Background: an optimization exercise with open tools, aiming at small area and a short achievable clock period. Do not read the settings as production practice. In this exercise RTL edits were held to simulation tests only and were not proved equivalent to the original. Power is estimated from default activity; no workload was simulated.

==> flow/design.v (outline; a module is shown in full before it is edited, if it fits) <==
// module AHB_Mul: 80 lines
// module AHB_Mul_booth: 760 lines
module AHB_Mul(
    input HCLK,
    input HRESETn,
    input [31:0]M_AHB_0_haddr,
    input [2:0]M_AHB_0_hburst,
    input M_AHB_0_hmastlock,
    input [3:0]M_AHB_0_hprot,
    output reg [31:0]M_AHB_0_hrdata,
    output M_AHB_0_hready,
    output M_AHB_0_hresp,
    input [2:0]M_AHB_0_hsize,
    input [1:0]M_AHB_0_htrans,
    input [31:0]M_AHB_0_hwdata,
    input M_AHB_0_hwrite,
    output[3:0] led
    );
  // ...
==> flow/flow/run.sh <==
#!/bin/bash
# Own layout flow: the standard synthesis and layout, with two changes:
#  - after synthesis, fixfa.py removes the inverters that Yosys's full-adder
#    extraction leaves between adder cells (each adder may be swapped for its
#    complemented form, fa(~a,~b,~c) = ~fa(a,b,c));
#  - the port buffers are buf_4 cells instead of the slow delay buffers that
#    buffer_ports picks by default.
# Each tool's full output goes to a log file of its own in this folder.
set -euo pipefail
R=orfs/results/sky130hd/AHB_Mul/base
bash standard.sh synth > synth.log 2>&1
cp $R/1_2_yosys.v yosys_orig.v
python3 flow/fixfa.py yosys_orig.v $R/1_2_yosys.v > fixfa.log 2>&1
rm -f $R/1_synth.odb $R/1_synth.sdc
bash standard.sh BUFFER_PORTS_ARGS="-buffer_cell sky130_fd_sc_hd__buf_4" finish > finish.log 2>&1
==> flow/flow/fixfa.py <==
#!/usr/bin/env python3
"""Remove the inverters that Yosys's extract_fa leaves around full adders.

A full adder with all three inputs inverted gives both outputs inverted:
fa(~a, ~b, ~c) = (~sum, ~cout).  So each fa cell may be swapped for its
complemented form (inputs and outputs inverted) without changing what it
computes.  This script picks, for every fa cell, the form that needs the
fewest inverters on the nets around the adders, rewires the netlist, and
drops the inverters left without loads.

usage: fixfa.py IN.v OUT.v
"""
import re
import sys
from collections import defaultdict

INV = re.compile(r"sky130_fd_sc_hd__(inv|clkinv)_\d+$")
FA = re.compile(r"sky130_fd_sc_hd__fa_\d+$")
OUTPINS = {"X", "Y", "Q", "Q_N", "SUM", "COUT", "HI", "LO"}

src = open(sys.argv[1]).read()
mod_start = src.index("module ")
body_end = src.rindex("endmodule")

cell_re = re.compile(r"\n(\s*)(sky130_fd_sc_hd__\w+)\s+(\S+)\s*\((.*?)\);", re.S)
pin_re = re.compile(r"\.(\w+)\(\s*((?:\\\S+\s)|[^()\s]+)\s*\)")

cells = []
for m in cell_re.finditer(src):
    pins = [(p, n.strip()) for p, n in pin_re.findall(m.group(4))]
    cells.append({"span": m.span(), "type": m.group(2), "name": m.group(3),
                  "pins": dict(pins), "order": [p for p, _ in pins], "indent": m.group(1)})

driver = {}
loads = defaultdict(list)
for i, c in enumerate(cells):
    for p, n in c["pins"].items():
        if p in OUTPINS:
            driver[n] = (i, p)
        else:
            loads[n].append((i, p))

others = "\n".join(l for l in src[mod_start:body_end].split("\n")
                   if l.strip().startswith(("assign", "input", "output", "inout")))
others += src[mod_start:src.index(");", mod_start)]
other_tokens = set(re.findall(r"\\\S+|[A-Za-z_][A-Za-z0-9_$]*(?:\[\d+\])?", others))
for t in list(other_tokens):
    other_tokens.add(re.sub(r"\[\d+\]$", "", t))


def is_inv(i):
    return INV.match(cells[i]["type"]) is not None


def resolve(n):
    p = 0
    while n in driver and is_inv(driver[n][0]):
        n = cells[driver[n][0]]["pins"]["A"]
        p ^= 1
    return n, p


fas = [i for i, c in enumerate(cells) if FA.match(c["type"])]
fa_out = {}  # net -> fa index
for i in fas:
    for p in ("SUM", "COUT"):
        if p in cells[i]["pins"]:
            fa_out[cells[i]["pins"][p]] = i

# load pins to rewire: every fa input, and every non-inverter load of a net
# that resolves to an fa output
uses = []  # (cell, pin, base, parity)
for i in fas:
    for p in ("A", "B", "CIN"):
        b, par = resolve(cells[i]["pins"][p])
        uses.append((i, p, b, par))
for i, c in enumerate(cells):
    if is_inv(i) or FA.match(c["type"]):
        continue
    for p, n in c["pins"].items():
        if p in OUTPINS:
            continue
        b, par = resolve(n)
        if b in fa_out:
            uses.append((i, p, b, par))
# nets that resolve to an fa output and are used outside instances: keep as is
for n in list(driver):
    if n in other_tokens:
        b, par = resolve(n)
        if b in fa_out:
            sys.exit(f"fixfa: net {n} used outside cells resolves to an adder output; not handled")

x = {i: 0 for i in fas}
SWAP = {"sky130_fd_sc_hd__xor2_1": "sky130_fd_sc_hd__xnor2_1",
        "sky130_fd_sc_hd__xnor2_1": "sky130_fd_sc_hd__xor2_1"}
all_loads = defaultdict(int)
for i, c in enumerate(cells):
    for p, n in c["pins"].items():
        if p not in OUTPINS:
            all_loads[n] += 1
# a swappable driver whose every load is rewired here may be complemented
use_count = defaultdict(int)
for (i, p, b, par) in uses:
    use_count[b] += 1
swappable = set()
for b, k in use_count.items():
    if b in driver and cells[driver[b][0]]["type"] in SWAP and b not in other_tokens:
        # all loads of b, and of inverters of b, must be among the uses
        ok = True
        stack = [b]
        while stack:
            n = stack.pop()
            for (i, p) in loads[n]:
                if is_inv(i):
                    stack.append(cells[i]["pins"]["Y"])
                    if cells[i]["pins"]["Y"] in other_tokens:
                        ok = False
        if ok:
            swappable.add(b)


def needs():
    pol = defaultdict(set)
    for (i, p, b, par) in uses:
        q = par ^ (x[i] if FA.match(cells[i]["type"]) and p in ("A", "B", "CIN") else 0)
        q ^= x[fa_out[b]] if b in fa_out else 0
        pol[b].add(q)
    return pol


def cost():
    n = 0
    for b, qs in needs().items():
        if 1 in qs and not (b in swappable and qs == {1}):
            n += 1
    return n


best = cost()
print(f"fixfa: {len(fas)} adders, {best} inverted nets before", file=sys.stderr)
improved = True
rounds = 0
while improved and rounds < 50:
    improved = False
    rounds += 1
    for i in fas:
        x[i] ^= 1
        c = cost()
        if c < best:
            best = c
            improved = True
        else:
            x[i] ^= 1
print(f"fixfa: {sum(x.values())} adders complemented, {best} inverted nets after", file=sys.stderr)

# physical nets: a complemented adder drives new nets holding the complement
phys = {}
newnets = []
for i in fas:
    if x[i]:
        for p in ("SUM", "COUT"):
            if p in cells[i]["pins"]:
                n = cells[i]["pins"][p]
                r = "fixfa_n" + str(len(newnets))
                newnets.append(r)
                phys[n] = r
                cells[i]["pins"][p] = r
inv_of = {}
newcells = []


def literal(b, q):
    """net carrying value(b) xor q"""
    pb = phys.get(b, b)
    if b in fa_out and x[fa_out[b]]:
        q ^= 1
    if not q:
        return pb
    if pb not in inv_of:
        o = "fixfa_i" + str(len(newnets))
        newnets.append(o)
        inv_of[pb] = o
        newcells.append(f"  sky130_fd_sc_hd__inv_1 fixfa_inv{len(newcells)} (\n    .A({pb}),\n    .Y({o})\n  );")
    return inv_of[pb]


swapped = set()
for b, qs in needs().items():
    if b in swappable and qs == {1}:
        d = driver[b][0]
        cells[d]["type"] = SWAP[cells[d]["type"]]
        o, n = ("X", "Y") if "X" in cells[d]["pins"] else ("Y", "X")
        cells[d]["pins"][n] = cells[d]["pins"].pop(o)
        cells[d]["order"] = [n if q == o else q for q in cells[d]["order"]]
        swapped.add(b)
print(f"fixfa: swapped {len(swapped)} xor/xnor drivers", file=sys.stderr)
for (i, p, b, par) in uses:
    q = par ^ (x[i] if FA.match(cells[i]["type"]) and p in ("A", "B", "CIN") else 0)
    cells[i]["pins"][p] = literal(b, q ^ (1 if b in swapped else 0))

# drop inverters without loads, repeatedly; a complemented adder's old output
# net that still has loads is driven from an inverter of the new net
dead = set()
restore = {}
while True:
    cnt = defaultdict(int)
    for i, c in enumerate(cells):
        if i in dead:
            continue
        for p, n in c["pins"].items():
            if p not in OUTPINS:
                cnt[n] += 1
    for t in newcells:
        cnt[re.search(r"\.A\(([^()]*)\)", t).group(1).strip()] += 1
    more = [i for i, c in enumerate(cells) if i not in dead and is_inv(i)
            and cnt[c["pins"]["Y"]] == 0 and c["pins"]["Y"] not in other_tokens]
    if not more:
        break
    dead.update(more)
for n, r in phys.items():
    if cnt.get(n, 0) or n in other_tokens:
        newcells.append(f"  sky130_fd_sc_hd__inv_1 fixfa_inv{len(newcells)} (\n    .A({r}),\n    .Y({n})\n  );")
print(f"fixfa: removed {len(dead)} inverters, added {len(newcells)}", file=sys.stderr)


def fmt(n):
    return n + " " if n.startswith("\\") else n


out = []
pos = 0
for i, c in enumerate(cells):
    s, e = c["span"]
    out.append(src[pos:s])
    if i not in dead:
        pins = ",\n".join(f"    .{p}({fmt(c['pins'][p])})" for p in c["order"])
        out.append(f"\n{c['indent']}{c['type']} {c['name']} (\n{pins}\n  );")
    pos = e
rest = src[pos:]
k = rest.rindex("endmodule")
decl = "".join(f"  wire {n};\n" for n in newnets)
out.append(rest[:k] + "\n".join(newcells) + "\n" + rest[k:])
text = "".join(out)
h = text.index(");", text.index("module ")) + 2
text = text[:h] + "\n" + decl + text[h:]
open(sys.argv[2], "w").write(text)
==> flow/standard.sh <==
#!/bin/bash
# synth_recipe.tcl (not shown) runs the flow's synth.tcl, then flattens the netlist and writes it again
# the make line also repeats each setting of config.mk as NAME=value (left out here)
make -C /OpenROAD-flow-scripts/flow DESIGN_CONFIG=/design/flow/config.mk WORK_HOME=/design/flow/orfs CLKGATE_MAP_FILE= SYNTH_SCRIPT=/design/flow/synth_recipe.tcl "${@:-finish}"
==> flow/config.mk <==
export PLATFORM = sky130hd
export DESIGN_NAME = AHB_Mul
export DESIGN_NICKNAME = AHB_Mul
export VERILOG_FILES = /design/flow/design.v
export SDC_FILE = /design/flow/constraint.sdc
export NUM_CORES = 4
export LEC_CHECK = 0
export ABC_AREA = 1
export CAP_MARGIN = 20
export CORE_MARGIN = 2
export CORE_UTILIZATION = 40
export PLACE_DENSITY = 0.6
export SETUP_SLACK_MARGIN = 4
export SLEW_MARGIN = 20
==> flow/constraint.sdc <==
create_clock -name core_clock -period 10.0 [get_ports {HCLK}]
set_input_delay 2.0000 -clock core_clock [delete_from_list [all_inputs] [get_ports {HCLK}]]
set_output_delay 2.0000 -clock core_clock [all_outputs]
set_load 0.01 [all_outputs]
==> impl_results.md, run 1 <==
* Non-clk bufs at approximately 130
* Bufs on Longest Clock Path at 3
* CP startpoint kind: input pin
* Kind of critical path: input pin to register
* Setup crit start: M_AHB_0_hwdata[5]
* Die W at 255 µm
* Antenna diodes at 0
* CP required at ~10 ns
* Status: finished clean
* Final design area excluding fillers at approximately 28000 µm²
* Reg2reg end: p_c[21]$_DFFE_PP_
* Hold Path End: p_one$_DFF_P_
* Drt total wl at 87000 µm
* Fin. max-slew vios at 0
* Final WS setup at 4.04 ns
* Global-route wire length before repair at 127000 µm
* Worst R2R Start: p_s[8]$_DFFE_PP_
* Most used routing layer: met2
* Buffers added on ports at 75
* Register area at 10000 µm²
* Routed wire per std cell at 25.2 µm
* Leading cell kind: multi-input gates
* Max H-tree Level at 2
* Final worst path period need at between 5 and 6 ns
* Post-placement setup slack at between 3 and 4 ns
* Setup Skew at around 0.039 ns
* Pleak at between 10 and 15 nW
* Placed inst area at 26700 µm²
==> inputs of run 2 (changes only) <==
--- a/flow/config.mk
+++ b/flow/config.mk
@@ -10,5 +10,5 @@
 export CORE_MARGIN = 2
 export CORE_UTILIZATION = 40
 export PLACE_DENSITY = 0.6
-export SETUP_SLACK_MARGIN = 4
+export SETUP_SLACK_MARGIN = 4.75
 export SLEW_MARGIN = 20
==> run 2 against run 1 <==
  * Maximum frequency rose by 10%
  * Cell count rose by 3.6%
  * Die area did not move
  * Power rose by 11%
  * Still clean on timing, DRC and antenna
  * Wire length rose by 6.9%
  * Sequential cell count did not move
==> impl_results.md, run 2 <==
* Status: finished clean (unchanged)
* Layout area overhead at 25.7% (was 11.4%)
* Clock transition at path regs at 0.05 ns (was 0.06 ns)
* CP startpoint kind: register (was input pin)
* CTS Hold Bufs at 0 (unchanged)
* Vias in the first global route at 21200 (was 19700)
* Critical Path Fanout Max at 5 (was 22)
* Vias per cell at 5.83 (was 5.76)
* Worst setup EP type: output port (was register)
* Die Height at 255 µm (unchanged)
* CP required at 8.00 ns (was 10.34 ns)
* Placed insts at 3371 (was 3376)
* Final setup fails at 0 (unchanged)
* Initial Util at 40.3% (unchanged)
* Period Utilization, post-route at 54.0% (was 59.6%)
* CP cell instances: fa_2 -> ha_4 -> buf_6 -> nand2_8 -> inv_6 -> nand2_4 -> inv_2 -> a21oi_2 -> nand4_1 -> nand3_4 -> o21ai_2 -> a221oi_2 -> nand3_2 -> buf_6 (was buf_4 -> nor2_1 -> nor2_1 -> inv_2 -> buf_4 -> o22ai_1 -> xor2_1 -> fa_1 -> fa_1 -> fa_1 -> fa_1 -> fa_1 -> inv_1)
* Global-route wire length before repair at 135000 µm (was 127000 µm)
* Total negative slack at 0 ns (unchanged)
* Pre-antenna DRT Iters at 8 (was 5)
* Setup Skew at 0.0185 ns (was 0.0390 ns)
* Setup repair after global routing missed its margin: yes (unchanged)
* Final design area excluding fillers at 31800 µm² (was 28100 µm²)
* Bufs on Longest Clock Path at 3 (unchanged)
* Pleak at 13.1 nW (was 11.9 nW)
* CTS tree: yes (unchanged)
* FP Rows at 92 (unchanged)
* Max H-tree Level at 2 (unchanged)
* Antenna diodes at 0 (unchanged)
* HPWL Detailed at 59900 µm (was 60500 µm)
* Max incr delay on CP at 0.62 ns (about the same)
* Slew headroom at 27.9% (was 27.5%)
* Count of final hold-check violations at 0 (unchanged)
* Final worst path period need at 5.40 ns (was 5.96 ns)
* Final net count at 3059 (was 2935)
* Largest net degree at the start of global routing at 75 (was 48)
* Residual DRC at 0 (unchanged)
* Root cell of the clock tree: clkbuf_16 (unchanged)
* I/O Pins at 118 (unchanged)
* Yosys Warn Count at 1 (unchanged)
* Routed wire per std cell at 26.0 µm (was 25.2 µm)
* Clk sink count at 335 (unchanged)
* Die W at 255 µm (unchanged)
* Hold Crit Class: register to register (unchanged)
* DRT iter0 DRCs at 2403 (was 2094)
* Global-route usage over all layers at 27.9% (was 26.0%)
* Worst skew pair latency at 0.59 ns (was 0.60 ns)
* Slowest CP cell: fa_2 (was fa_1)
* Worst slew pin tran at 1.08 ns (about the same)
* Placer congestion estimate at 0.989 (was 0.977)
* Fin. max-slew vios at 0 (unchanged)
* Core footprint at 62700 µm² (unchanged)
* Syn Std Cell Area at 25300 µm² (unchanged)
* Kind of critical path: register to output port (was input pin to register)
* CP most frequent cell: buf_6 (was fa_1)
* Max_cap viols at 0 (unchanged)
* Crit path DAT at 3.40 ns (was 6.30 ns)
* Post-DRT Antenna Nets at 0 (unchanged)
* Cell Pwr Density at 194 nW/µm² (was 197 nW/µm²)
* Die area at 65200 µm² (unchanged)
* Commonest cells after routing, fill and taps aside: nand2_1 (408), edfxtp_1 (329), inv_1 (270), o22ai_1 (217), xor2_1 (205) (was nand2_1 (510), edfxtp_1 (329), inv_1 (292), o22ai_1 (238), xor2_1 (205))
* Drt total wl at 93000 µm (was 87000 µm)
* Multi-input gate area at 15800 µm² (was 13600 µm²)
* VDD IR max at 0.000128 V (was 0.000135 V)
* Buffers added on ports at 75 (unchanged)
* Syn avg cell area at 9.89 µm² (unchanged)
* Commonest non-fill, non-tap cell in the layout: nand2_1 (unchanged)
* CTS buffer count at 38 (was 39)
* Max frequency at 185 MHz (was 168 MHz)
* Final cell count without fillers at 3574 (was 3451)
* Grt ovf at 0 (unchanged)
* Layout cell share with drive strength beyond 1 at 26.7% (was 9.94%)
* Routed via count at 20800 (was 19900)
* Syn Inst Count at 2555 (unchanged)
* Mapped Nets at 2915 (unchanged)
* Initial antenna violation count at 1 (was 2)
* Register area at 10000 µm² (unchanged)
* Fillers at 5559 (was 5954)
* Placed inst area at 26900 µm² (was 26700 µm²)
[run 2: final timing paths]
path	depth (start not counted)	start	end	slack, ns
worst min register to register	2	p_one$_DFF_P_	p_one$_DFF_P_	0.53
worst max-delay path	14	p_s[24]$_DFFE_PP_	M_AHB_0_hrdata[26]	4.60
worst min-delay path	2	p_one$_DFF_P_	p_one$_DFF_P_	0.53
worst max register to register	38	p_s[24]$_DFFE_PP_	p_s[31]$_DFFE_PP_	4.63
[run 2: area by class of cell]
cell class | count | share of cell area [%]
clock buffers | 47 | 3.10
clock inverters | 22 | 0.788
inverters | 322 | 4.09
multi-input cells | 1753 | 49.7
flip-flops and latches | 335 | 31.5
well taps | 846 | 3.33
repair buffers | 246 | 7.46
repair inverters | 3 | 0.0552
[run 2: report_power, final]
part	internal (mW)	leakage, nW	switching (mW)
clock network	0.791	0.598	0.605
logic	1.23	9.27	1.67
registers	1.81	3.27	0.0487
[run 2: routing by layer]
metal / wire length, µm / part of all wire [%] / up-vias / global-route usage (%)
li1: - / - / 8997 / -
met1: 35200 / 38 / 10300 / 35.8
met2: 42000 / 45 / 1257 / 44.4
met3: 10200 / 11 / 291 / 6.61
met4: 5540 / 6.0 / 2 / 13.4
met5: 8 / 0.0086 / - / 0
[run 2: critical path: cells and delay by family (launching register included)]
family / cells / cell delay (ns)
AOI/OAI and AO/OA: 3 / 0.45
adders and majority gates: 2 / 0.86
buffers and inverters: 4 / 0.37
DFF: 1 / 0.40
and+or+nand+nor: 5 / 0.73
[run 2: metrics by stage]
step	total power [mW]	worst slack (ns)	hold slack, ns	utilization (%)
4_1_cts	5.95	4.67	0.534	48.9
3_5_place_dp	4.06	3.24	0.525	42.8
2_1_floorplan	3.38	4.52	0.508	-
6_report	6.15	4.60	0.532	50.6
3_3_place_gp	4.00	3.28	0.520	42.8
5_1_grt	6.52	4.42	0.596	50.6
[run 2: timing repair]
action,4_1_cts,5_1_grt
gates resized for setup,349,187
setup buffers,93,31
endpoints found under the setup margin,78,58
pin swaps,109,109
cloned,9,1
hold endpoints to repair,0,0
==> inputs of run 3 (changes only) <==
--- a/flow/config.mk
+++ b/flow/config.mk
@@ -10,5 +10,5 @@
 export CORE_MARGIN = 2
 export CORE_UTILIZATION = 40
 export PLACE_DENSITY = 0.6
-export SETUP_SLACK_MARGIN = 4.75
+export SETUP_SLACK_MARGIN = 5
 export SLEW_MARGIN = 20
==> run 3 against run 2 <==
  * Sequential power barely moved
  * Core utilization rose by 3.8 points
  * Cell count rose by 2.8%
  * Count of clock-buffer cells in the layout rose by 2
  * Maximum frequency rose by 0.76%
  * Combinational power rose by 13%
  * Worst setup slack improved by 0.041 ns
  * Non-clock buffer count rose by 97
  * Hold slack improved by 0.096 ns
  * Critical endpoint is now M_AHB_0_hrdata[30]
  * Design area rose by 7.6%
  * Clock power barely moved
  * Highest routed layer unchanged
  * Critical path depth rose by 1
==> impl_results.md, run 3 <==
* Status: finished clean (unchanged)
* Worst setup EP type: output port (unchanged)
* Commonest non-fill, non-tap cell in the layout: nand2_1 (unchanged)
* Mapped Nets at 2915 (unchanged)
* Pleak at 13.9 nW (was 13.1 nW)
* Max H-tree Level at 2 (unchanged)
* Max frequency at 187 MHz (was 185 MHz)
* CTS buffer count at 39 (was 38)
* Final worst path period need at 5.36 ns (was 5.40 ns)
* Layout Utilization at 54.4% (was 50.6%)
* Vias per cell at 5.90 (was 5.83)
* Routed via count at 21700 (was 20800)
* Total negative slack at 0 ns (unchanged)
* Setup Skew at 0.0302 ns (was 0.0185 ns)
* Initial Util at 40.3% (unchanged)
* Critical Path Fanout Max at 4 (was 5)
* Syn avg cell area at 9.89 µm² (unchanged)
* Placer congestion estimate at 0.976 (was 0.989)
* Die area at 65200 µm² (unchanged)
* FP Rows at 92 (unchanged)
* Hold Crit Class: register to register (unchanged)
* Pre-antenna DRT Iters at 7 (was 8)
* Largest net degree at the start of global routing at 75 (unchanged)
* CP startpoint kind: register (unchanged)
* Kind of critical path: register to output port (unchanged)
* Setup repair after global routing missed its margin: yes (unchanged)
* Cell Pwr Density at 191 nW/µm² (was 194 nW/µm²)
* Clock transition at path regs at 0.06 ns (was 0.05 ns)
* Layout area overhead at 35.2% (was 25.7%)
* Final cell count without fillers at 3675 (was 3574)
* Global-route wire length before repair at 138000 µm (was 135000 µm)
* Die W at 255 µm (unchanged)
* Post-DRT Antenna Nets at 0 (unchanged)
* Power, Total at 6.53 mW (was 6.15 mW)
* HPWL Detailed at 61500 µm (was 59900 µm)
* Fillers at 5265 (was 5559)
* Clk sink count at 335 (unchanged)
* Drt total wl at 96200 µm (was 93000 µm)
* Syn Std Cell Area at 25300 µm² (unchanged)
* Core footprint at 62700 µm² (unchanged)
* Bufs on Longest Clock Path at 3 (unchanged)
* Buffers added on ports at 75 (unchanged)
* Yosys Warn Count at 1 (unchanged)
* Routed wire per std cell at 26.2 µm (was 26.0 µm)
* Fin. max-slew vios at 0 (unchanged)
* Layout cell share with drive strength beyond 1 at 38.3% (was 26.7%)
* Count of final hold-check violations at 0 (unchanged)
* Initial antenna violation count at 2 (was 1)
* Placed insts at 3369 (was 3371)
* Die Height at 255 µm (unchanged)
* CP required at 8.00 ns (about the same)
* Slew headroom at 27.3% (was 27.9%)
* CTS tree: yes (unchanged)
* Root cell of the clock tree: clkbuf_16 (unchanged)
* Commonest cells after routing, fill and taps aside: nand2_1 (351), edfxtp_1 (329), buf_4 (245), inv_1 (238), xor2_1 (188) (was nand2_1 (408), edfxtp_1 (329), inv_1 (270), o22ai_1 (217), xor2_1 (205))
* Syn Inst Count at 2555 (unchanged)
* DRT iter0 DRCs at 2546 (was 2403)
* VDD IR max at 0.000147 V (was 0.000128 V)
* Grt ovf at 0 (unchanged)
* I/O Pins at 118 (unchanged)
* Crit path DAT at 3.36 ns (was 3.40 ns)
* Vias in the first global route at 21400 (was 21200)
* Final setup fails at 0 (unchanged)
* Worst skew pair latency at 0.59 ns (about the same)
* Residual DRC at 0 (unchanged)
* Global-route usage over all layers at 28.3% (was 27.9%)
* Final net count at 3157 (was 3059)
* Max_cap viols at 0 (unchanged)
* Period Utilization, post-route at 53.6% (was 54.0%)
* Worst slew pin tran at 1.09 ns (was 1.08 ns)
run 3: changes by cell type in the layout (fill, tap and decap cells not counted), sizes merged:
cell      previous run  this run
buf                240       338
clkinvlp             7        17
inv                304       300
bufinv               4         2
clkinv              32        30
clkbuf              48        49
diode                0         1
nand3              120       119
run 3: final cells by class:
class                   instances  area (µm²)  area share (%)
diodes                          1        2.50         0.00733
repair buffers                343        3370            9.87
multi-input cells            1752       17100            50.1
clock buffers                  49        1050            3.09
inverters                     322        1340            3.92
well taps                     846        1060            3.10
repair inverters                4        27.5          0.0806
clock inverters                23         191           0.560
flip-flops and latches        335       10000            29.3
run 3: timing repair:
item	4_1_cts	5_1_grt
hold buffers	0	0
setup buffers	126	98
resized for setup	470	423
setup endpoints to repair	85	72
cloned	9	0
pin swaps	134	243
run 3: metrics by stage:
step                hold WS, ns  cell area, µm²  setup slack, ns
global route              0.645           34200             4.51
finish                    0.628           34200             4.64
CTS                       0.630           31600             4.61
detailed placement        0.553           27000             3.42
global placement          0.529           27000             3.46
floorplan                 0.508           25900             4.52
run 3: path summary, 6_finish.rpt:
| check | slack, ns | depth (start not counted) | start | to |
|---|---|---|---|---|
| worst max-delay path | 4.64 | 15 | p_s[25]$_DFFE_PP_ | M_AHB_0_hrdata[30] |
| worst min-delay path | 0.63 | 2 | p_one$_DFF_P_ | p_one$_DFF_P_ |
| worst max register to register | 4.72 | 21 | p_s[5]$_DFFE_PP_ | p_c[23]$_DFFE_PP_ |
| worst min register to register | 0.63 | 2 | p_one$_DFF_P_ | p_one$_DFF_P_ |
run 3: critical path, cell delays in order, from the launching register on:
cell	delay, ns
edfxtp_1	0.39
fa_1	0.54
ha_4	0.39
nand2_4	0.09
inv_4	0.07
nand2_4	0.07
nor3_4	0.17
and2_4	0.19
nand2_4	0.07
nand2_2	0.07
nand2_2	0.06
nand2_2	0.09
nor2_4	0.05
a221oi_2	0.23
nand3_1	0.12
buf_4	0.16
run 3: routing by layer:
metal / routed length, µm / share of wire [%] / vias to the layer above / GRT usage [%]
met3: 9830 / 10 / 376 / 5.19
met2: 44600 / 46 / 1348 / 46.1
met5: 16 / 0.017 / - / 0
met4: 5790 / 6.0 / 2 / 12.8
li1: - / - / 9203 / -
met1: 36000 / 37 / 10700 / 36.8
run 3: power breakdown:
part / total [mW] / switching, mW / internal [mW]
logic: 3.28 / 1.87 / 1.41
registers: 1.86 / 0.0480 / 1.81
clock network: 1.40 / 0.612 / 0.784
==> inputs of run 4 (changes only) <==
--- a/flow/config.mk
+++ b/flow/config.mk
@@ -10,5 +10,6 @@
 export CORE_MARGIN = 2
 export CORE_UTILIZATION = 40
 export PLACE_DENSITY = 0.6
-export SETUP_SLACK_MARGIN = 5
+export SETUP_SLACK_MARGIN = 4.5
 export SLEW_MARGIN = 20
+export TNS_END_PERCENT = 20
==> run 4 against run 3 <==
  * Design area is 13% lower
  * Sequential share of layout area up 4.5 points
  * Sequential power hardly changed
  * Global-route usage decreased by 1.5 points
  * Hold slack got worse by 0.092 ns
  * Clock power barely moved
  * Critical path depth is 2 lower
  * Worst setup slack lost 0.16 ns
  * Clock skew is 0.0071 ns lower
  * Non-clock buffer count decreased by 187
  * Critical path type is now input pin to register
  * Via count fell by 6.7%
==> impl_results.md, run 4 <==
* Fillers at 5876 (was 5265)
* Placed inst area at 26800 µm² (was 27000 µm²)
* Period Utilization, post-route at 55.2% (was 53.6%)
* CP startpoint kind: input pin (was register)
* Critical Path Fanout Max at 28 (was 4)
* Slowest CP cell: fa_1 (unchanged)
* Initial Util at 40.3% (unchanged)
* Final worst path period need at 5.52 ns (was 5.36 ns)
* Total negative slack at 0 ns (unchanged)
* Worst slew pin tran at 1.10 ns (was 1.09 ns)
* Pre-antenna DRT Iters at 5 (was 7)
* DRT iter0 DRCs at 2376 (was 2546)
* VDD IR max at 0.000194 V (was 0.000147 V)
* Most used routing layer: met2 (unchanged)
* Syn avg cell area at 9.89 µm² (unchanged)
* Worst skew pair latency at 0.60 ns (was 0.59 ns)
* Grt ovf at 0 (unchanged)
* Post-DRT Antenna Nets at 0 (unchanged)
* Routed via count at 20200 (was 21700)
* Root cell of the clock tree: clkbuf_16 (unchanged)
* Cell Pwr Density at 194 nW/µm² (was 191 nW/µm²)
* Yosys Warn Count at 1 (unchanged)
* CTS buffer count at 38 (was 39)
* Core footprint at 62700 µm² (unchanged)
* FP Rows at 92 (unchanged)
* Slew headroom at 26.5% (was 27.3%)
* Placer congestion estimate at 0.992 (was 0.976)
* Final net count at 2965 (was 3157)
* Final cell count without fillers at 3480 (was 3675)
* Initial antenna violation count at 6 (was 2)
* Count of final hold-check violations at 0 (unchanged)
* Die W at 255 µm (unchanged)
* CP delay by family, top: adder cells (was simple AND/OR/NAND/NOR gates)
* CP cell instances: buf_8 -> nand2_1 -> inv_1 -> nor2_2 -> inv_2 -> buf_4 -> o22ai_1 -> xor2_1 -> fa_1 -> fa_1 -> fa_1 -> fa_1 -> fa_1 (was fa_1 -> ha_4 -> nand2_4 -> inv_4 -> nand2_4 -> nor3_4 -> and2_4 -> nand2_4 -> nand2_2 -> nand2_2 -> nand2_2 -> nor2_4 -> a221oi_2 -> nand3_1 -> buf_4)
* Multi-input gate area at 14600 µm² (was 17100 µm²)
* Syn Std Cell Area at 25300 µm² (unchanged)
* Fin. max-slew vios at 0 (unchanged)
* I/O Pins at 118 (unchanged)
* Global-route wire length before repair at 130000 µm (was 138000 µm)
* Commonest non-fill, non-tap cell in the layout: nand2_1 (unchanged)
* Mapped Nets at 2915 (unchanged)
* Clk sink count at 335 (unchanged)
* Final design area excluding fillers at 29600 µm² (was 34200 µm²)
* Bufs on Longest Clock Path at 3 (unchanged)
* Max incr delay on CP at 0.52 ns (was 0.54 ns)
* Kind of critical path: input pin to register (was register to output port)
* Final setup fails at 0 (unchanged)
* CTS tree: yes (unchanged)
* Vias in the first global route at 20400 (was 21400)
* Hold Crit Class: register to register (unchanged)
* Largest net degree at the start of global routing at 75 (unchanged)
* Drt total wl at 89300 µm (was 96200 µm)
* CTS Hold Bufs at 0 (unchanged)
* CP required at 10.32 ns (was 8.00 ns)
* Max frequency at 181 MHz (was 187 MHz)
* Global-route usage over all layers at 26.9% (was 28.3%)
* Final WS setup at 4.48 ns (was 4.64 ns)
* Layout cell share with drive strength beyond 1 at 16.7% (was 38.3%)
* Vias per cell at 5.81 (was 5.90)
* Die area at 65200 µm² (unchanged)
* Placed insts at 3377 (was 3369)
* Residual DRC at 0 (unchanged)
* Register area at 10000 µm² (unchanged)
* Setup Skew at 0.0232 ns (was 0.0302 ns)
* Max_cap viols at 0 (unchanged)
* Max H-tree Level at 2 (unchanged)
* Met1 Use GR at 35.2% (was 36.8%)
* Met3 Use GR at 6.32% (was 5.19%)
* Die Height at 255 µm (unchanged)
* Grt met2 use at 42.9% (was 46.1%)
* Clock transition at path regs at 0.05 ns (was 0.06 ns)
* Routed wire per std cell at 25.7 µm (was 26.2 µm)
* Buffers added on ports at 75 (unchanged)
* Syn Inst Count at 2555 (unchanged)
* Worst setup EP type: register (was output port)
* HPWL Detailed at 59400 µm (was 61500 µm)
* Crit path DAT at 5.84 ns (was 3.36 ns)
* Layout area overhead at 17.1% (was 35.2%)
* Crit path buffers/inverters at 4 (was 2)
* Pleak at 12.3 nW (was 13.9 nW)
* CP most frequent cell: fa_1
* Status: finished clean (unchanged)
* Post-placement setup slack at 3.56 ns (was 3.42 ns)
* Setup repair after global routing missed its margin: yes (unchanged)
* Commonest cells after routing, fill and taps aside: nand2_1 (478), edfxtp_1 (329), inv_1 (285), o22ai_1 (233), xor2_1 (204) (was nand2_1 (351), edfxtp_1 (329), buf_4 (245), inv_1 (238), xor2_1 (188))
-- run 4: what timing repair did --
item                                    in CTS  in global routing
endpoints found under the setup margin      51                 49
cloned                                       1                  1
setup buffers                               14                 17
gates resized for setup                    103                156
pin swaps                                   19                 35
-- run 4: power by group --
part,internal (mW),leakage [nW],total (mW),switching [mW]
clock,0.814,0.610,1.43,0.620
combinational,0.957,8.38,2.47,1.51
sequential,1.81,3.27,1.85,0.0406
total,3.58,12.3,5.75,2.17
-- run 4: worst reg2reg max path: cells and delay by family (launching register included) --
family,cells,cell delay (ns)
fa+ha+maj,7,3.16
simple gates,5,0.85
flops,1,0.43
compound gates,1,0.13
xor+xnor,1,0.19
buf+inv,2,0.37
-- run 4: path summary, 6_finish.rpt --
check	start	endpoint	slack (ns)	cells past startpoint
worst max-delay path	M_AHB_0_hwdata[1]	p_c[19]$_DFFE_PP_	4.48	13
worst min-delay path	p_one$_DFF_P_	p_one$_DFF_P_	0.54	2
worst max register to register	p_c[26]$_DFFE_PP_	p_c[29]$_DFFE_PP_	4.63	16
worst min register to register	p_one$_DFF_P_	p_one$_DFF_P_	0.54	2
-- run 4: layout make-up --
| type | instances | area share (%) |
|---|---|---|
| Sequential cell | 335 | 33.8 |
| Inverter | 322 | 4.34 |
| Clock inverter | 24 | 0.969 |
| Clock buffer | 44 | 3.29 |
| Timing Repair Buffer | 156 | 4.60 |
| Antenna cell | 1 | 0.00846 |
| Multi-Input combinational cell | 1752 | 49.4 |
| Tap cell | 846 | 3.58 |
-- run 4: stage by stage --
step / power (mW) / util [%] / hold slack, ns
2_1_floorplan: 3.36 / - / 0.508
4_1_cts: 5.59 / 45.7 / 0.539
5_1_grt: 6.12 / 47.1 / 0.557
3_3_place_gp: 3.97 / 42.7 / 0.521
3_5_place_dp: 4.03 / 42.7 / 0.527
6_report: 5.75 / 47.1 / 0.536
-- run 4: routing by layer --
metal | vias to the layer above | wire (µm)
met5 | - | 23
met4 | 4 | 4330
met3 | 281 | 9260
met2 | 1139 | 40600
met1 | 9993 | 35000
li1 | 8802 | -
==> inputs of run 5 (changes only) <==
--- a/flow/config.mk
+++ b/flow/config.mk
@@ -12,4 +12,4 @@
 export PLACE_DENSITY = 0.6
 export SETUP_SLACK_MARGIN = 4.5
 export SLEW_MARGIN = 20
-export TNS_END_PERCENT = 20
+export TNS_END_PERCENT = 0
==> run 5 against run 4 <==
  * Still clean on timing, DRC and antenna
  * Maximum frequency about the same
  * Cell count barely moved
  * Count of clock-buffer cells in the layout shrank 1
  * Worst setup slack got worse by 0.0018 ns
  * Via count is 1.2% higher
  * Sequential share of layout area up 0.10 points
  * Sequential power barely moved
  * Area after synthesis did not move
  * Core utilization is 0.14 points lower
  * Synthesized cell count unchanged
==> impl_results.md, run 5 <==
* Status: finished clean (unchanged)
* Max frequency at 181 MHz (about the same)
* Final worst path period need at 5.52 ns (about the same)
* Net load switching power at 2.19 mW (was 2.17 mW)
* VDD IR max at 0.000138 V (was 0.000194 V)
* Syn avg cell area at 9.89 µm² (unchanged)
* Placer congestion estimate at 0.972 (was 0.992)
* Buffers added on ports at 75 (unchanged)
* Part of the power in registers at 32.0% (was 32.1%)
* Period Utilization, post-route at 55.2% (about the same)
* Worst setup EP type: register (unchanged)
* Fin. max-slew vios at 0 (unchanged)
* Total negative slack at 0 ns (unchanged)
* CP startpoint kind: input pin (unchanged)
* CTS buffer count at 38 (unchanged)
* Commonest cells after routing, fill and taps aside: nand2_1 (487), edfxtp_1 (329), inv_1 (290), o22ai_1 (233), xor2_1 (204) (was nand2_1 (478), edfxtp_1 (329), inv_1 (285), o22ai_1 (233), xor2_1 (204))
* Global-route usage over all layers at 26.8% (was 26.9%)
* Hold Path End: p_one$_DFF_P_ (unchanged)
* Count of final hold-check violations at 0 (unchanged)
* Crit path buffers/inverters at 3 (was 4)
* Crit path DAT at 5.86 ns (was 5.84 ns)
* Bufs on Longest Clock Path at 3 (unchanged)
* Slew headroom at 22.6% (was 26.5%)
* Die area at 65200 µm² (unchanged)
* R2r worst-path depth at 19 (was 16)
* Syn Inst Count at 2555 (unchanged)
* Vias per cell at 5.88 (was 5.81)
* Residual DRC at 0 (unchanged)
* Final setup fails at 0 (unchanged)
* CP delay by family, top: adder cells (unchanged)
* Drt total wl at 90000 µm (was 89300 µm)
* Cell Pwr Density at 196 nW/µm² (was 194 nW/µm²)
* FP Rows at 92 (unchanged)
* Clock transition at path regs at 0.06 ns (was 0.05 ns)
* Final net count at 2969 (was 2965)
* Largest net degree at the start of global routing at 73 (was 75)
* Pleak at 12.3 nW (about the same)
* Mapped Nets at 2915 (unchanged)
* Setup Skew at 0.0273 ns (was 0.0232 ns)
* Layout cell share with drive strength beyond 1 at 16.2% (was 16.7%)
* Hold Crit Class: register to register (unchanged)
* Global-route wire length before repair at 130000 µm (about the same)
* Final WS setup at 4.48 ns (about the same)
* Post-DRT Antenna Nets at 0 (unchanged)
* Reg2reg end: p_c[30]$_DFFE_PP_ (was p_c[29]$_DFFE_PP_)
* Max_cap viols at 0 (unchanged)
* Antenna diodes at 0 (was 1)
* HPWL Detailed at 59500 µm (was 59400 µm)
* Max H-tree Level at 2 (unchanged)
* DRT iter0 DRCs at 2278 (was 2376)
* Pre-antenna DRT Iters at 13 (was 5)
* Post-placement setup slack at 2.98 ns (was 3.56 ns)
* I/O Pins at 118 (unchanged)
* Root cell of the clock tree: clkbuf_16 (unchanged)
* CP cell instances: buf_4 -> nor2_1 -> nand2_1 -> o21ai_1 -> clkinv_2 -> o22ai_1 -> xnor2_2 -> fa_1 -> fa_1 -> fa_2 -> fa_1 -> fa_1 -> inv_1 (was buf_8 -> nand2_1 -> inv_1 -> nor2_2 -> inv_2 -> buf_4 -> o22ai_1 -> xor2_1 -> fa_1 -> fa_1 -> fa_1 -> fa_1 -> fa_1)
* Kind of critical path: input pin to register (unchanged)
* Initial Util at 40.3% (unchanged)
* Worst R2R Start: p_s[25]$_DFFE_PP_ (was p_c[26]$_DFFE_PP_)
* Hold wc startpoint: p_one$_DFF_P_ (unchanged)
* Setup repair after global routing missed its margin: yes (unchanged)
* Slowest CP cell: fa_1 (unchanged)
* Vias in the first global route at 20200 (was 20400)
* Combinational share of power at 43.2% (was 42.9%)
* Layout area overhead at 16.7% (was 17.1%)
* FF-to-FF setup slack at 4.60 ns (was 4.63 ns)
* Syn Std Cell Area at 25300 µm² (unchanged)
* Yosys Warn Count at 1 (unchanged)
* Routed via count at 20500 (was 20200)
* CP most frequent cell: fa_1 (unchanged)
* Worst skew pair latency at 0.59 ns (was 0.60 ns)
* Switching share of power at 37.8% (about the same)
* Initial antenna violation count at 3 (was 6)
* Hold Crit Depth at 2 (unchanged)
* Die W at 255 µm (unchanged)
* Max incr delay on CP at 0.54 ns (was 0.52 ns)
* Commonest non-fill, non-tap cell in the layout: nand2_1 (unchanged)
* Die Height at 255 µm (unchanged)
* Core footprint at 62700 µm² (unchanged)
* CTS tree: yes (unchanged)
* Routed wire per std cell at 25.8 µm (was 25.7 µm)
* Fillers at 5765 (was 5876)
* Clk sink count at 335 (unchanged)
* Critical Path Fanout Max at 12 (was 28)
* CP required at 10.34 ns (was 10.32 ns)
* Grt ovf at 0 (unchanged)
* Int Pwr at 3.59 mW (was 3.58 mW)
* Clk pwr share at 24.8% (was 25.0%)
* Worst slew pin tran at 1.16 ns (was 1.10 ns)
run 5: routing by layer:
metal	GRT usage, %	part of all wire (%)	wire length (µm)	vias to the layer above
li1	-	-	-	8790
met1	34.7	39	34700	10100
met2	43.4	46	41000	1289
met3	5.24	10	9360	280
met4	12.5	5.4	4890	4
met5	0	0.019	17	-
run 5: worst register-to-register path, delay by kind of cell, from the launching register on:
| kind | cells | cell delay, ns |
|---|---|---|
| compound gates | 3 | 0.43 |
| buf+inv | 2 | 0.37 |
| simple gates | 6 | 0.60 |
| flops | 1 | 0.39 |
| fa+ha+maj | 7 | 3.19 |
| xor+xnor | 1 | 0.11 |
run 5: final cells by class:
class / instances / area, µm² / area share [%]
well taps: 846 / 1060 / 3.59
clock buffers: 43 / 970 / 3.29
multi-input cells: 1753 / 14600 / 49.4
repair buffers: 159 / 1330 / 4.49
inverters: 322 / 1270 / 4.32
clock inverters: 25 / 297 / 1.01
flip-flops and latches: 335 / 10000 / 33.9
run 5: timing repair:
item	CTS	global route
gates cloned	1	2
setup buffers	13	29
resized for setup	81	154
setup endpoints to repair	69	54
hold buffers	0	0
pin swaps	15	39
run 5: stage by stage:
stage / total power, mW / area [µm²] / utilization (%) / cells / hold WS (ns)
after CTS: 5.61 / 28500 / 45.4 / 3452 / 0.543
final: 5.78 / 29500 / 47.0 / 3483 / 0.537
after detailed placement: 4.08 / 26700 / 42.6 / 3370 / 0.533
after floorplan: 3.36 / 25400 / - / 2555 / 0.508
after global placement: 3.98 / 26700 / 42.6 / 3370 / 0.518
after global routing: 6.13 / 29500 / 47.0 / 3483 / 0.583
run 5: worst max-delay path by stage:
stage                  startpoint                  to  slack (ns)  cells after the start
2_1_floorplan   M_AHB_0_hwdata[3]   p_c[21]$_DFFE_PP_        4.48                     14
5_1_grt        M_AHB_0_hwdata[13]   p_c[23]$_DFFE_PP_        4.34                     13
6_report       M_AHB_0_hwdata[19]   p_c[23]$_DFFE_PP_        4.48                     13
3_5_place_dp    M_AHB_0_hwdata[1]   p_c[20]$_DFFE_PP_        2.98                     13
4_1_cts         p_s[14]$_DFFE_PP_  M_AHB_0_hrdata[15]        4.40                     14
3_3_place_gp    M_AHB_0_hwdata[1]   p_c[20]$_DFFE_PP_        3.02                     13
run 5: power groups by stage:
stage	combinational, mW	sequential (mW)	clock, mW
finish	2.50	1.85	1.43
global route	2.76	1.86	1.51
CTS	2.31	1.85	1.45
detailed placement	2.21	1.87	0
global placement	2.11	1.87	0
floorplan	1.49	1.86	0
==> inputs of run 6 (changes only) <==
--- a/flow/config.mk
+++ b/flow/config.mk
@@ -5,11 +5,9 @@
 export SDC_FILE = /design/flow/constraint.sdc
 export NUM_CORES = 4
 export LEC_CHECK = 0
-export ABC_AREA = 1
 export CAP_MARGIN = 20
 export CORE_MARGIN = 2
 export CORE_UTILIZATION = 40
 export PLACE_DENSITY = 0.6
 export SETUP_SLACK_MARGIN = 4.5
 export SLEW_MARGIN = 20
-export TNS_END_PERCENT = 0
==> run 6 against run 5 <==
  * Count of clock-buffer cells in the layout increased by 6
  * Core utilization increased by 2.0 points
  * Clock skew decreased by 0.0058 ns
  * Wire length increased by 29%
  * Still clean on timing, DRC and antenna
  * Clock power about the same
  * First-iteration DRC count increased by 100%
  * Synthesized cell count increased by 17%
  * Combinational power increased by about 30%
  * Sequential share of layout area decreased by 4.7 points
  * Sequential cell count unchanged
  * Via count increased by 32%
==> impl_results.md, run 6 <==
* Status: finished clean (unchanged)
* Global-route wire length before repair at 166000 µm (was 130000 µm)
* CP most frequent cell: xnor2_1 (was fa_1)
* Core footprint at 69900 µm² (was 62700 µm²)
* Vias in the first global route at 25600 (was 20200)
* Crit path buffers/inverters at 3 (unchanged)
* Mapped Nets at 3348 (was 2915)
* CTS buffer count at 39 (was 38)
* Global-route usage over all layers at 30.4% (was 26.8%)
* Grt ovf at 0 (unchanged)
* Worst slew pin tran at 1.09 ns (was 1.16 ns)
* Slew headroom at 27.1% (was 22.6%)
* Drt total wl at 116000 µm (was 90000 µm)
* Worst R2R Start: p_s[3]$_DFFE_PP_ (was p_s[25]$_DFFE_PP_)
* FF-to-FF setup slack at 2.79 ns (was 4.60 ns)
* Pre-antenna DRT Iters at 9 (was 13)
* Bufs on Longest Clock Path at 3 (unchanged)
* Layout cell share with drive strength beyond 1 at 22.9% (was 16.2%)
* Period Utilization, post-route at 72.1% (was 55.2%)
* Cell Pwr Density at 190 nW/µm² (was 196 nW/µm²)
* Vias per cell at 6.77 (was 5.88)
* Syn avg cell area at 9.43 µm² (was 9.89 µm²)
* Root cell of the clock tree: clkbuf_16 (unchanged)
* Max frequency at 139 MHz (was 181 MHz)
* Slowest CP cell: edfxtp_1 (was fa_1)
* I/O Pins at 118 (unchanged)
* Fillers at 6287 (was 5765)
* Layout area overhead at 21.7% (was 16.7%)
* VDD IR max at 0.000182 V (was 0.000138 V)
* Final design area excluding fillers at 34300 µm² (was 29500 µm²)
* Max_cap viols at 0 (unchanged)
* Yosys Warn Count at 1 (unchanged)
* Post-DRT Antenna Nets at 0 (unchanged)
* Kind of critical path: register to register (was input pin to register)
* Final setup fails at 0 (unchanged)
* Hold Path End: p_one$_DFF_P_ (unchanged)
* CP required at 10.34 ns (about the same)
* Routed wire per std cell at 29.1 µm (was 25.8 µm)
* Die area at 72600 µm² (was 65200 µm²)
* Placed inst area at 29300 µm² (was 26700 µm²)
* Hold wc startpoint: p_one$_DFF_P_ (unchanged)
* Placer congestion estimate at 0.928 (was 0.972)
* Setup repair after global routing missed its margin: yes (unchanged)
* Fin Hold WS at 0.530 ns (was 0.537 ns)
* Clock transition at path regs at 0.06 ns (about the same)
* Worst setup EP type: register (unchanged)
* Residual DRC at 0 (unchanged)
* Hold Crit Class: register to register (unchanged)
* CTS tree: yes (unchanged)
* HPWL Detailed at 68800 µm (was 59500 µm)
* Final worst path period need at 7.21 ns (was 5.52 ns)
* Pleak at 12.4 nW (was 12.3 nW)
* Clk sink count at 335 (unchanged)
* Critical Path Fanout Max at 2 (was 12)
* Reg2reg end: p_s[31]$_DFFE_PP_ (was p_c[30]$_DFFE_PP_)
* Initial antenna violation count at 13 (was 3)
* Final net count at 3365 (was 2969)
* Fin. max-slew vios at 0 (unchanged)
* Count of final hold-check violations at 0 (unchanged)
* Buffers added on ports at 75 (unchanged)
* CP startpoint kind: register (was input pin)
* Max H-tree Level at 2 (unchanged)
* Initial Util at 40.3% (about the same)
* Syn Std Cell Area at 28200 µm² (was 25300 µm²)
* Syn Inst Count at 2988 (was 2555)
* R2r worst-path depth at 31 (was 19)
* Commonest cells after routing, fill and taps aside: edfxtp_1 (329), a21oi_1 (253), nor2_1 (232), buf_4 (219), nand2_1 (210) (was nand2_1 (487), edfxtp_1 (329), inv_1 (290), o22ai_1 (233), xor2_1 (204))
* Max incr delay on CP at 0.41 ns (was 0.54 ns)
* Routed via count at 26900 (was 20500)
* Commonest non-fill, non-tap cell in the layout: edfxtp_1 (was nand2_1)
* Setup Skew at 0.0216 ns (was 0.0273 ns)
* Die W at 269 µm (was 255 µm)
* DRT iter0 DRCs at 4587 (was 2278)
* Worst skew pair latency at 0.58 ns (was 0.59 ns)
* Hold Crit Depth at 2 (unchanged)
* CP delay by family, top: XOR/XNOR gates (was adder cells)
* Largest net degree at the start of global routing at 75 (was 73)
* Crit path DAT at 7.55 ns (was 5.86 ns)
* Die Height at 269 µm (was 255 µm)
* Total negative slack at 0 ns (unchanged)
* FP Rows at 97 (was 92)
[run 6: layout make-up]
class                      instances  area [µm²]  area share (%)
tap                              940        1180            3.43
clock inverter                    21         213           0.621
antenna                            5        12.5          0.0365
multi-input combinational       2195       18200            53.1
clock buffer                      49        1050            3.07
sequential                       335       10000            29.2
inverter                         118         454            1.33
timing repair buffer             316        3160            9.21
[run 6: through the flow]
step | power (mW) | instances | util [%] | setup slack (ns)
global route | 6.81 | 3977 | 49.0 | 2.62
global placement | 4.34 | 3727 | 41.9 | 1.99
CTS | 6.24 | 3897 | 47.0 | 3.00
detailed placement | 4.37 | 3727 | 41.9 | 2.00
floorplan | 3.54 | 2988 | - | 3.38
finish | 6.50 | 3979 | 49.0 | 2.79
[run 6: routing by layer]
layer	track usage (%)	wire (µm)
met2	45.2	49300
met3	10.1	16400
met1	38.7	42000
met5	0	82
met4	17.9	8090
[run 6: worst min-delay path: stages (launching register included)]
cell	delay (ns)
dfxtp_1	0.33
inv_1	0.07
o21ai_0	0.08
[run 6: worst max path at each step]
stage / startpoint / endpoint / slack [ns] / cells past startpoint
after floorplan: p_s[11]$_DFFE_PP_ / p_s[31]$_DFFE_PP_ / 3.38 / 31
after global placement: p_s[0]$_DFFE_PP_ / p_s[31]$_DFFE_PP_ / 1.99 / 31
after detailed placement: p_s[0]$_DFFE_PP_ / p_s[31]$_DFFE_PP_ / 2.00 / 31
after CTS: p_s[3]$_DFFE_PP_ / p_s[31]$_DFFE_PP_ / 3.00 / 31
after global routing: p_s[3]$_DFFE_PP_ / p_s[31]$_DFFE_PP_ / 2.62 / 31
final: p_s[3]$_DFFE_PP_ / p_s[31]$_DFFE_PP_ / 2.79 / 31
[run 6: timing repair]
| action | CTS | global route |
|---|---|---|
| buffers inserted | 84 | 74 |
| pin swaps | 94 | 111 |
| endpoints found under the setup margin | 79 | 77 |
| resized for setup | 279 | 189 |
| cloned | 16 | 3 |
| hold buffers | 0 | 0 |
[run 6: where the power goes]
| group | internal [mW] | switching, mW |
|---|---|---|
| clock network | 0.809 | 0.605 |
| registers | 1.81 | 0.0415 |
| logic | 1.39 | 1.85 |
==> inputs of run 7 (changes only) <==
--- a/flow/config.mk
+++ b/flow/config.mk
@@ -5,6 +5,7 @@
 export SDC_FILE = /design/flow/constraint.sdc
 export NUM_CORES = 4
 export LEC_CHECK = 0
+export ABC_AREA = 1
 export CAP_MARGIN = 20
 export CORE_MARGIN = 2
 export CORE_UTILIZATION = 40
==> run 7 against run 6 <==
  * Critical endpoint is now p_c[22]$_DFFE_PP_
  * Sequential share of layout area is 4.4 points higher
  * Area after synthesis is 10% lower
  * Largest power group unchanged
  * Global-route usage is 3.5 points lower
  * Clock power hardly changed
==> impl_results.md, run 7 <==
* Total negative slack at 0 ns (unchanged)
* CP delay by family, top: adder cells (was XOR/XNOR gates)
* Pleak at 12.3 nW (was 12.4 nW)
* Setup Skew at 0.0230 ns (was 0.0216 ns)
* Cell Pwr Density at 195 nW/µm² (was 190 nW/µm²)
* Crit path buffers/inverters at 3 (unchanged)
* Fin Hold WS at 0.535 ns (was 0.530 ns)
* Setup crit end: p_c[22]$_DFFE_PP_ (was p_s[31]$_DFFE_PP_)
* Crit path DAT at 5.80 ns (was 7.55 ns)
* Largest net degree at the start of global routing at 75 (unchanged)
* Reg2reg end: p_c[29]$_DFFE_PP_ (was p_s[31]$_DFFE_PP_)
* Fillers at 5856 (was 6287)
* CTS tree: yes (unchanged)
* Layout Utilization at 47.4% (was 49.0%)
* Slowest CP cell: fa_2 (was edfxtp_1)
* Bufs on Longest Clock Path at 3 (unchanged)
* Initial antenna violation count at 4 (was 13)
* Placer congestion estimate at 0.992 (was 0.928)
* Initial Util at 40.3% (about the same)
* CTS buffer count at 38 (was 39)
* Die area at 65200 µm² (was 72600 µm²)
* Core footprint at 62700 µm² (was 69900 µm²)
* Setup repair after global routing missed its margin: yes (unchanged)
* CP cell instances: buf_4 -> nor2_1 -> nand2_1 -> o21ai_1 -> bufinv_8 -> o22ai_1 -> xnor2_1 -> fa_2 -> fa_2 -> fa_1 -> fa_1 -> inv_1 -> fa_1
* I/O Pins at 118 (unchanged)
* Syn Std Cell Area at 25300 µm² (was 28200 µm²)
* Pre-antenna DRT Iters at 5 (was 9)
* Antenna diodes at 0 (was 5)
* Global-route usage over all layers at 26.9% (was 30.4%)
* Hold Crit Class: register to register (unchanged)
* Kind of critical path: input pin to register (was register to register)
* Worst setup EP type: register (unchanged)
* Grt ovf at 0 (unchanged)
* Vias per cell at 5.84 (was 6.77)
* Yosys Warn Count at 1 (unchanged)
* Hold Crit Depth at 2 (unchanged)
* Drt total wl at 89500 µm (was 116000 µm)
* Count of final hold-check violations at 0 (unchanged)
* Die Height at 255 µm (was 269 µm)
* DRT iter0 DRCs at 2356 (was 4587)
* Residual DRC at 0 (unchanged)
* Final worst path period need at 5.48 ns (was 7.21 ns)
* Commonest non-fill, non-tap cell in the layout: nand2_1 (was edfxtp_1)
* CP most frequent cell: fa_1 (was xnor2_1)
* Final net count at 2970 (was 3365)
* Worst skew pair latency at 0.59 ns (was 0.58 ns)
* CTS Hold Bufs at 0 (unchanged)
* Syn avg cell area at 9.89 µm² (was 9.43 µm²)
* Period Utilization, post-route at 54.8% (was 72.1%)
* Clk sink count at 335 (unchanged)
* Root cell of the clock tree: clkbuf_16 (unchanged)
* Vias in the first global route at 20300 (was 25600)
* R2r worst-path depth at 16 (was 31)
* Max frequency at 182 MHz (was 139 MHz)
* Critical Path Fanout Max at 12 (was 2)
* CP startpoint kind: input pin (was register)
* Setup crit start: M_AHB_0_hwdata[19] (was p_s[3]$_DFFE_PP_)
* Die W at 255 µm (was 269 µm)
* Worst slew pin tran at 1.10 ns (was 1.09 ns)
* Max_cap viols at 0 (unchanged)
* Routed via count at 20400 (was 26900)
* Layout cell share with drive strength beyond 1 at 17.5% (was 22.9%)
* Clock transition at path regs at 0.06 ns (about the same)
* Global-route wire length before repair at 131000 µm (was 166000 µm)
* Max H-tree Level at 2 (unchanged)
* HPWL Detailed at 59400 µm (was 68800 µm)
* Final setup fails at 0 (unchanged)
* Routed wire per std cell at 25.7 µm (was 29.1 µm)
* Fin. max-slew vios at 0 (unchanged)
* VDD IR max at 0.000188 V (was 0.000182 V)
* Syn Inst Count at 2555 (was 2988)
* Post-DRT Antenna Nets at 0 (unchanged)
* CP required at 10.32 ns (was 10.34 ns)
* Status: finished clean (unchanged)
* Max incr delay on CP at 0.55 ns (was 0.41 ns)
* Mapped Nets at 2915 (was 3348)
* Layout area overhead at 17.8% (was 21.7%)
* Worst R2R Start: p_c[26]$_DFFE_PP_ (was p_s[3]$_DFFE_PP_)
* FP Rows at 92 (was 97)
* Buffers added on ports at 75 (unchanged)
* Critical path depth in cells at 13 (was 31)
* FF-to-FF setup slack at 4.62 ns (was 2.79 ns)
* Slew headroom at 26.5% (was 27.1%)
* Commonest cells after routing, fill and taps aside: nand2_1 (474), edfxtp_1 (329), inv_1 (285), o22ai_1 (230), xor2_1 (203) (was edfxtp_1 (329), a21oi_1 (253), nor2_1 (232), buf_4 (219), nand2_1 (210))
run 7: layer usage:
metal / share of wire, % / global-route usage (%) / routed length [µm] / up-vias
met5: 0.015 / 0 / 13 / -
met4: 4.9 / 11.3 / 4360 / 2
met3: 11 / 6.13 / 9850 / 294
met2: 45 / 42.8 / 40500 / 1232
met1: 39 / 35.3 / 34700 / 10000
li1: - / - / - / 8808
run 7: power by group:
part           internal [mW]  switching [mW]  leakage, nW
Sequential              1.81          0.0404         3.27
Combinational          0.992            1.54         8.45
Clock                  0.814           0.620        0.610
Total                   3.61            2.20         12.3
run 7: how the worst min path moves through the flow:
| stage | startpoint | slack (ns) | endpoint |
|---|---|---|---|
| CTS | p_one$_DFF_P_ | 0.54 | p_one$_DFF_P_ |
| global route | p_one$_DFF_P_ | 0.56 | p_one$_DFF_P_ |
| floorplan | p_one$_DFF_P_ | 0.51 | p_one$_DFF_P_ |
| finish | p_one$_DFF_P_ | 0.53 | p_one$_DFF_P_ |
| global placement | p_one$_DFF_P_ | 0.52 | p_one$_DFF_P_ |
| detailed placement | p_one$_DFF_P_ | 0.53 | p_one$_DFF_P_ |
run 7: layout make-up:
class	count	area, µm²	area share (%)
Clock inverter	24	287	0.963
Tap cell	846	1060	3.56
Multi-Input combinational cell	1752	14700	49.5
Timing Repair Buffer	161	1430	4.81
Sequential cell	335	10000	33.6
Clock buffer	44	973	3.27
Inverter	322	1290	4.32
run 7: per-stage QoR:
| stage | total power, mW | area [µm²] | std cells | setup slack [ns] |
|---|---|---|---|---|
| CTS | 5.60 | 28800 | 3461 | 4.47 |
| detailed placement | 4.03 | 26800 | 3377 | 3.56 |
| global route | 6.17 | 29800 | 3484 | 4.41 |
| floorplan | 3.36 | 25500 | 2555 | 4.49 |
| finish | 5.81 | 29800 | 3484 | 4.52 |
| global placement | 3.97 | 26800 | 3377 | 3.65 |
run 7: worst min-delay path, stage by stage, from the launching register on:
cell     delay, ns
dfxtp_1       0.29
inv_1         0.10
o21ai_0       0.09
run 7: timing repair:
action / 4_1_cts / 5_1_grt
cloned: 1 / 1
resized for setup: 121 / 169
setup endpoints to repair: 51 / 48
buffers inserted: 15 / 21
pin swaps: 20 / 54
hold endpoints to repair: 0 / 0
==> inputs of run 8 (changes only) <==
--- a/flow/config.mk
+++ b/flow/config.mk
@@ -8,7 +8,7 @@
 export ABC_AREA = 1
 export CAP_MARGIN = 20
 export CORE_MARGIN = 2
-export CORE_UTILIZATION = 40
-export PLACE_DENSITY = 0.6
-export SETUP_SLACK_MARGIN = 4.5
+export CORE_UTILIZATION = 55
+export PLACE_DENSITY = 0.7
+export SETUP_SLACK_MARGIN = 4
 export SLEW_MARGIN = 20
==> run 8 against run 7 <==
  * Clock skew grew 0.0019 ns
  * Power shrank 3.2%
  * Sequential cell count is the same
  * Critical path type unchanged
  * Combinational power shrank 9.5%
  * Highest routed layer is now met4
  * Via count shrank 1.0%
  * Non-clock buffer count shrank 43
  * Largest cell class unchanged
==> impl_results.md, run 8 <==
* Status: finished clean (unchanged)
* Grt ovf at 0 (unchanged)
* Fin. max-slew vios at 0 (unchanged)
* Pre-antenna DRT Iters at 7 (was 5)
* Kind of critical path: input pin to register (unchanged)
* Syn Std Cell Area at 25300 µm² (unchanged)
* VDD IR max at 0.000187 V (was 0.000188 V)
* CTS buffer count at 38 (unchanged)
* Core footprint at 45400 µm² (was 62700 µm²)
* Vias in the first global route at 19900 (was 20300)
* Layout area overhead at 10.2% (was 17.8%)
* Worst slew pin tran at 1.08 ns (was 1.10 ns)
* Die Height at 218 µm (was 255 µm)
* Routed via count at 20100 (was 20400)
* Post-DRT Antenna Nets at 0 (unchanged)
* Clock transition at path regs at 0.06 ns (about the same)
* Pleak at 11.9 nW (was 12.3 nW)
* Setup Skew at 0.0249 ns (was 0.0230 ns)
* Period Utilization, post-route at 59.9% (was 54.8%)
* CP most frequent cell: fa_1 (unchanged)
* Initial Util at 55.7% (was 40.3%)
* CP required at 10.32 ns (about the same)
* I/O Pins at 118 (unchanged)
* Final net count at 2928 (was 2970)
* CP cell instances: buf_4 -> nor2_1 -> nor2_1 -> inv_1 -> buf_4 -> o22ai_1 -> xor2_1 -> fa_1 -> fa_1 -> fa_1 -> fa_1 -> fa_1 -> inv_1 (was buf_4 -> nor2_1 -> nand2_1 -> o21ai_1 -> bufinv_8 -> o22ai_1 -> xnor2_1 -> fa_2 -> fa_2 -> fa_1 -> fa_1 -> inv_1 -> fa_1)
* Placer congestion estimate at 0.976 (was 0.992)
* Cell Pwr Density at 202 nW/µm² (was 195 nW/µm²)
* Worst setup EP type: register (unchanged)
* Bufs on Longest Clock Path at 3 (unchanged)
* CP startpoint kind: input pin (unchanged)
* Clk sink count at 335 (unchanged)
* Max H-tree Level at 2 (unchanged)
* Max_cap viols at 0 (unchanged)
* Die W at 218 µm (was 255 µm)
* Root cell of the clock tree: clkbuf_16 (unchanged)
* Vias per cell at 6.30 (was 5.84)
* Max incr delay on CP at 0.50 ns (was 0.55 ns)
* Setup repair after global routing missed its margin: yes (unchanged)
* Slowest CP cell: fa_1 (was fa_2)
* Commonest cells after routing, fill and taps aside: nand2_1 (509), edfxtp_1 (329), inv_1 (292), o22ai_1 (238), xor2_1 (205) (was nand2_1 (474), edfxtp_1 (329), inv_1 (285), o22ai_1 (230), xor2_1 (203))
* Commonest non-fill, non-tap cell in the layout: nand2_1 (unchanged)
* Global-route wire length before repair at 122000 µm (was 131000 µm)
* Crit path DAT at 6.31 ns (was 5.80 ns)
* Fin Hold WS at 0.551 ns (was 0.535 ns)
* Initial antenna violation count at 0 (was 4)
* Count of final hold-check violations at 0 (unchanged)
* Drt total wl at 82900 µm (was 89500 µm)
* Total negative slack at 0 ns (unchanged)
* Antenna diodes at 0 (unchanged)
* Buffers added on ports at 75 (unchanged)
* Global-route usage over all layers at 35.0% (was 26.9%)
* Worst skew pair latency at 0.59 ns (about the same)
* Residual DRC at 0 (unchanged)
* Largest net degree at the start of global routing at 73 (was 75)
* Syn avg cell area at 9.89 µm² (unchanged)
* Yosys Warn Count at 1 (unchanged)
* Hold Crit Class: register to register (unchanged)
* Routed wire per std cell at 25.9 µm (was 25.7 µm)
* Final worst path period need at 5.99 ns (was 5.48 ns)
* Critical Path Fanout Max at 22 (was 12)
* FP Rows at 78 (was 92)
* Final setup fails at 0 (unchanged)
* Max frequency at 167 MHz (was 182 MHz)
* Layout cell share with drive strength beyond 1 at 9.62% (was 17.5%)
* Slew headroom at 27.7% (was 26.5%)
* Die area at 47700 µm² (was 65200 µm²)
* HPWL Detailed at 57100 µm (was 59400 µm)
* CTS tree: yes (unchanged)
* DRT iter0 DRCs at 2742 (was 2356)
* CTS Hold Bufs at 0 (unchanged)
* Syn Inst Count at 2555 (unchanged)
* Mapped Nets at 2915 (unchanged)
==> run 8: power by group <==
group / switching (mW) / total [mW] / internal (mW)
logic: 1.45 / 2.29 / 0.842
clock network: 0.617 / 1.49 / 0.869
registers: 0.0390 / 1.85 / 1.81
==> run 8: worst paths after layout <==
check                                          to               from  slack (ns)  cells after the start
worst max-delay path            p_c[23]$_DFFE_PP_  M_AHB_0_hwdata[5]        4.01                     13
worst min-delay path                p_one$_DFF_P_      p_one$_DFF_P_        0.55                      2
worst max register to register  p_c[23]$_DFFE_PP_   p_s[6]$_DFFE_PP_        4.30                     17
worst min register to register      p_one$_DFF_P_      p_one$_DFF_P_        0.55                      2
==> run 8: area by class of cell <==
type | count | area, µm²
clock buffer | 43 | 970
clock inverter | 27 | 359
fill | 3746 | 17600
inverter | 322 | 1230
multi-input combinational | 1752 | 13600
sequential | 335 | 10000
tap | 600 | 751
timing repair buffer | 118 | 893
timing repair inverter | 1 | 7.51
==> run 8: critical path: cells and delay by family <==
family                     cells  cell delay (ns)
AOI/OAI and AO/OA              1             0.22
xor gates and xnor gates       1             0.23
adders and majority gates      5             2.31
buffers and inverters          4             0.98
and+or+nand+nor                2             0.54
==> run 8: metal layers <==
layer / up-vias / GRT usage, % / share of wire, %
met5: - / 0 / 0
met3: 326 / 8.85 / 11
met4: 0 / 20.5 / 6.9
met2: 1353 / 55.2 / 46
li1: 8719 / - / -
met1: 9751 / 43.9 / 37
==> run 8: through the flow <==
step / instances / area [µm²] / worst slack (ns) / utilization [%] / power [mW]
5_1_grt: 3198 / 27800 / 3.88 / 61.3 / 5.94
2_1_floorplan: 2555 / 25300 / 4.15 / - / 3.34
3_3_place_gp: 3120 / 26300 / 3.37 / 57.9 / 4.01
4_1_cts: 3191 / 27700 / 3.95 / 60.9 / 5.58
6_report: 3198 / 27800 / 4.01 / 61.3 / 5.63
3_5_place_dp: 3120 / 26300 / 3.28 / 57.9 / 4.09
==> run 8: repair_timing <==
action,CTS,global route
pin swaps,0,2
gates cloned,0,1
gates resized for setup,10,28
endpoints found under the setup margin,13,29
buffers inserted,1,6

==> afterwards: timing with drivers on the ports <==
In the flow no input, the clock included, has a driving cell. The finished layouts below were timed again as built, in two steps.
Step 1 sets driving cells, clkbuf_16 on the clock port and buf_2 on the other inputs (assumed; they add their load-dependent delay and slew).
Step 2 times the ports against the registers' clock, not the clock port: input delays grow and output delays shrink by t, the midpoint of the rising clock arrivals with the driver on.
Three values: no drivers, after step 1, after step 2; two values: the first two.
run | t, ns | slack for setup (ns) | worst hold slack (ns) | clock arrival spread, ns | pins driven straight from the clock port
run 1 | 0.639 | 4.042 / 4.017 / 3.428 | 0.542 / 0.542 / 0.542 | 0.044 / 0.043 | 1
run 2 | 0.641 | 4.600 / 4.535 / 3.983 | 0.532 / 0.532 / 0.532 | 0.026 / 0.026 | 1
run 3 | 0.637 | 4.641 / 4.581 / 4.079 | 0.628 / 0.628 / 0.628 | 0.035 / 0.035 | 1
run 4 | 0.643 | 4.482 / 4.421 / 3.844 | 0.536 / 0.536 / 0.536 | 0.031 / 0.031 | 1
run 5 | 0.633 | 4.480 / 4.457 / 3.878 | 0.537 / 0.537 / 0.537 | 0.029 / 0.029 | 1
run 6 | 0.643 | 2.790 / 2.780 / 2.410 | 0.530 / 0.530 / 0.530 | 0.033 / 0.033 | 1
run 7 | 0.645 | 4.520 / 4.486 / 3.916 | 0.535 / 0.535 / 0.535 | 0.029 / 0.028 | 1
run 8 | 0.634 | 4.012 / 3.998 / 3.367 | 0.551 / 0.551 / 0.551 | 0.026 / 0.026 | 1
After both steps setup and hold are still met in every run listed. For run 8, which loses most, drivers alone change the setup slack by -0.014 ns; drivers and shift together by -0.645 ns.
